This design comes from an exercise in tuning for small area, a short achievable clock period and few clock cycles per item on the open sky130 flow, not from production work.
In this exercise RTL edits were held to simulation tests only and were not proved equivalent to the original.
Power and IR drop assume default switching activity.

==> job 6516 <==
## CI_fir
module CI_fir
	(
		input 		reset,
		input		clk,
		input		clk_en,
		input	[31:0]	dataa,
		input	[31:0]	datab,
		input		start,
		output	[31:0]	result,
		output		done
	);
	wire load = start & clk_en & ~reset;
	reg [31:0] xr1;    
	reg [31:0] xr2;    
	reg [31:1] p3;    
	wire [31:0] p3_n_a = xr1;
	wire [31:0] p3_n_b = {xr1[30:0],1'b0};
	wire [31:0] p3_n_p = p3_n_a ^ p3_n_b;
	wire [31:0] p3_n_g = p3_n_a & p3_n_b;
	wire p3_n_G1 = p3_n_g[1] | (p3_n_p[1] & p3_n_g[0]);
	wire p3_n_P1 = p3_n_p[1] & p3_n_p[0];
	wire p3_n_G2 = p3_n_g[3] | (p3_n_p[3] & p3_n_g[2]);
	wire p3_n_P2 = p3_n_p[3] & p3_n_p[2];
	wire p3_n_G3 = p3_n_g[5] | (p3_n_p[5] & p3_n_g[4]);
	wire p3_n_P3 = p3_n_p[5] & p3_n_p[4];
	wire p3_n_G4 = p3_n_g[7] | (p3_n_p[7] & p3_n_g[6]);
	wire p3_n_P4 = p3_n_p[7] & p3_n_p[6];
	wire p3_n_G5 = p3_n_g[9] | (p3_n_p[9] & p3_n_g[8]);
	wire p3_n_P5 = p3_n_p[9] & p3_n_p[8];
	wire p3_n_G6 = p3_n_g[11] | (p3_n_p[11] & p3_n_g[10]);
	wire p3_n_P6 = p3_n_p[11] & p3_n_p[10];
	wire p3_n_G7 = p3_n_g[13] | (p3_n_p[13] & p3_n_g[12]);
	wire p3_n_P7 = p3_n_p[13] & p3_n_p[12];
	wire p3_n_G8 = p3_n_g[15] | (p3_n_p[15] & p3_n_g[14]);
	wire p3_n_P8 = p3_n_p[15] & p3_n_p[14];
	wire p3_n_G9 = p3_n_g[17] | (p3_n_p[17] & p3_n_g[16]);
	wire p3_n_P9 = p3_n_p[17] & p3_n_p[16];
	wire p3_n_G10 = p3_n_g[19] | (p3_n_p[19] & p3_n_g[18]);
	wire p3_n_P10 = p3_n_p[19] & p3_n_p[18];
	wire p3_n_G11 = p3_n_g[21] | (p3_n_p[21] & p3_n_g[20]);
	wire p3_n_P11 = p3_n_p[21] & p3_n_p[20];
	wire p3_n_G12 = p3_n_g[23] | (p3_n_p[23] & p3_n_g[22]);
	wire p3_n_P12 = p3_n_p[23] & p3_n_p[22];
	wire p3_n_G13 = p3_n_g[25] | (p3_n_p[25] & p3_n_g[24]);
	wire p3_n_P13 = p3_n_p[25] & p3_n_p[24];
  ...
Settings: LEC_CHECK=0, CAP_MARGIN=20, CORE_MARGIN=2, CORE_UTILIZATION=70, CTS_CLUSTER_DIAMETER=80, CTS_CLUSTER_SIZE=25, SLEW_MARGIN=20; clock period 17.0 ns.
standard.sh (not shown) runs the stock make flow with config.mk's settings and CLKGATE_MAP_FILE= SYNTH_SCRIPT=/design/flow/synth_recipe.tcl, a recipe that flattens the netlist after the stock synthesis.
==> flow/flow/run.sh <==
#!/bin/bash
# Layout flow: the standard layout (standard.sh, unchanged synthesis and steps), with the
# resizer's setup repair told to keep MARGIN ns of slack against the 17 ns clock, so that it
# sizes and buffers the logic for the period the design can reach instead of stopping at 17 ns.
# Synthesis is the standard one except that SYNTH_ARGS=-noabc skips the quick ABC pass inside
# yosys synth (registers are unchanged), so extract_fa sees the adders as written and maps
# them to full-adder cells without extra inverters.
# make's full output goes to flow.log here; ORFS writes each step's log under orfs/logs/.
set -euo pipefail
MARGIN=12
bash standard.sh SYNTH_ARGS=-noabc SETUP_SLACK_MARGIN=$MARGIN finish > flow.log 2>&1
==> job 7259: changes against job 6516 <==
--- a/flow/flow/run.sh
+++ b/flow/flow/run.sh
@@ -7,5 +7,5 @@
 # them to full-adder cells without extra inverters.
 # make's full output goes to flow.log here; ORFS writes each step's log under orfs/logs/.
 set -euo pipefail
-MARGIN=12
+MARGIN=12.3
 bash standard.sh SYNTH_ARGS=-noabc SETUP_SLACK_MARGIN=$MARGIN finish > flow.log 2>&1
==> job 9135: changes against job 6516 <==
==> flow/flow/run.sh (replaced) <==
#!/bin/bash
# Layout flow: the standard layout (standard.sh, unchanged synthesis and steps), with the
# resizer's setup repair told to keep MARGIN ns of slack against the 17 ns clock, so that it
# sizes and buffers the logic for the period the design can reach instead of stopping at 17 ns.
# make's full output goes to flow.log here; ORFS writes each step's log under orfs/logs/.
set -euo pipefail
MARGIN=12
bash standard.sh SETUP_SLACK_MARGIN=$MARGIN finish > flow.log 2>&1
--- a/flow/config.mk
+++ b/flow/config.mk
@@ -7,7 +7,7 @@
 export LEC_CHECK = 0
 export CAP_MARGIN = 20
 export CORE_MARGIN = 2
-export CORE_UTILIZATION = 70
+export CORE_UTILIZATION = 45
 export CTS_CLUSTER_DIAMETER = 80
 export CTS_CLUSTER_SIZE = 25
 export SLEW_MARGIN = 20
==> qor summary <==
Outcome: job 6516 complete, no violations; job 9135 complete, no violations; job 7259 complete, no violations
Met2 wire length: job 6516 113000 µm; job 9135 135000 µm; job 7259 119000 µm
Transition time at the pin with the least slew margin: job 6516 1040 ps; job 9135 1080 ps; job 7259 1040 ps
Final standard cell count with taps included and fillers excluded: job 6516 9549; job 9135 12200; job 7259 9623
1st-pass router iterations: job 6516 5; job 9135 6; job 7259 6
Compound-cell area share of the yosys netlist: job 6516 15.3%; job 9135 13.1%; job 7259 15.3%
Post-CTS setup repair buffer count: job 6516 30; job 9135 93; job 7259 55
Sequential cell area fraction in the yosys report: job 6516 39.9%; job 9135 38.4%; job 7259 39.9%
Synthesized area per cell: job 6516 12.1 µm²; job 9135 10.7 µm²; job 7259 12.1 µm²
Total clock buffers created by CTS: job 6516 93; job 9135 112; job 7259 96
Top layer reached by signal wires: job 6516 met5; job 9135 met4; job 7259 met5
Die area: job 6516 138000 µm²; job 9135 222000 µm²; job 7259 138000 µm²
Multi-input logic area: job 6516 55200 µm²; job 9135 54200 µm²; job 7259 55300 µm²
Unique masters post-synth: job 6516 72; job 9135 68; job 7259 72
Fraction of synthesized cell area taken by the top area cell type: job 6516 39.1%; job 9135 37.7%; job 7259 39.1%
Met2 capacity usage during global routing: job 6516 57.8%; job 9135 41.4%; job 7259 60.1%
Placer Congestion: job 6516 0.853; job 9135 0.844; job 7259 0.858
Comb power: job 6516 1420 µW; job 9135 1650 µW; job 7259 1470 µW
Static Leak: job 6516 0.0440 µW; job 9135 0.0443 µW; job 7259 0.0446 µW
Internal Pwr Total: job 6516 6340 µW; job 9135 6690 µW; job 7259 6370 µW
Testbench counts of job 6516, summed over its fixed seeds: cycles 9,608, items 9,600.
Testbench counts of job 7259, summed over its fixed seeds: cycles 9,608, items 9,600.
Testbench counts of job 9135, summed over its fixed seeds: cycles 9,608, items 9,600.

## port drivers added, routing unchanged
In the flow no input, the clock included, has a driving cell. The finished layouts below were timed again as built, in two steps.
Step 1 assumes that a clkbuf_16 drives the clock port and a buf_2 every other input.
Step 2 times the ports against the registers' clock, not the clock port: input delays grow and output delays shrink by t, the midpoint of the rising clock arrivals with the driver on.
Slacks: ideal / step 1 / step 2; pairs: ideal / step 1.
run | t (ns) | setup slack, ns | slew at the worst register clock pin (ns)
job 6516 | 0.809 | 11.843 / 11.885 / 11.076 | 0.10 / 0.10
job 7259 | 0.812 | 11.859 / 11.892 / 11.080 | 0.11 / 0.11
job 9135 | 0.916 | 11.745 / 11.806 / 10.890 | 0.10 / 0.10
After both steps setup and hold are still met in every run listed. The setup slack of job 9135, which loses most, moves by +0.061 ns with the drivers and by -0.855 ns with both steps.
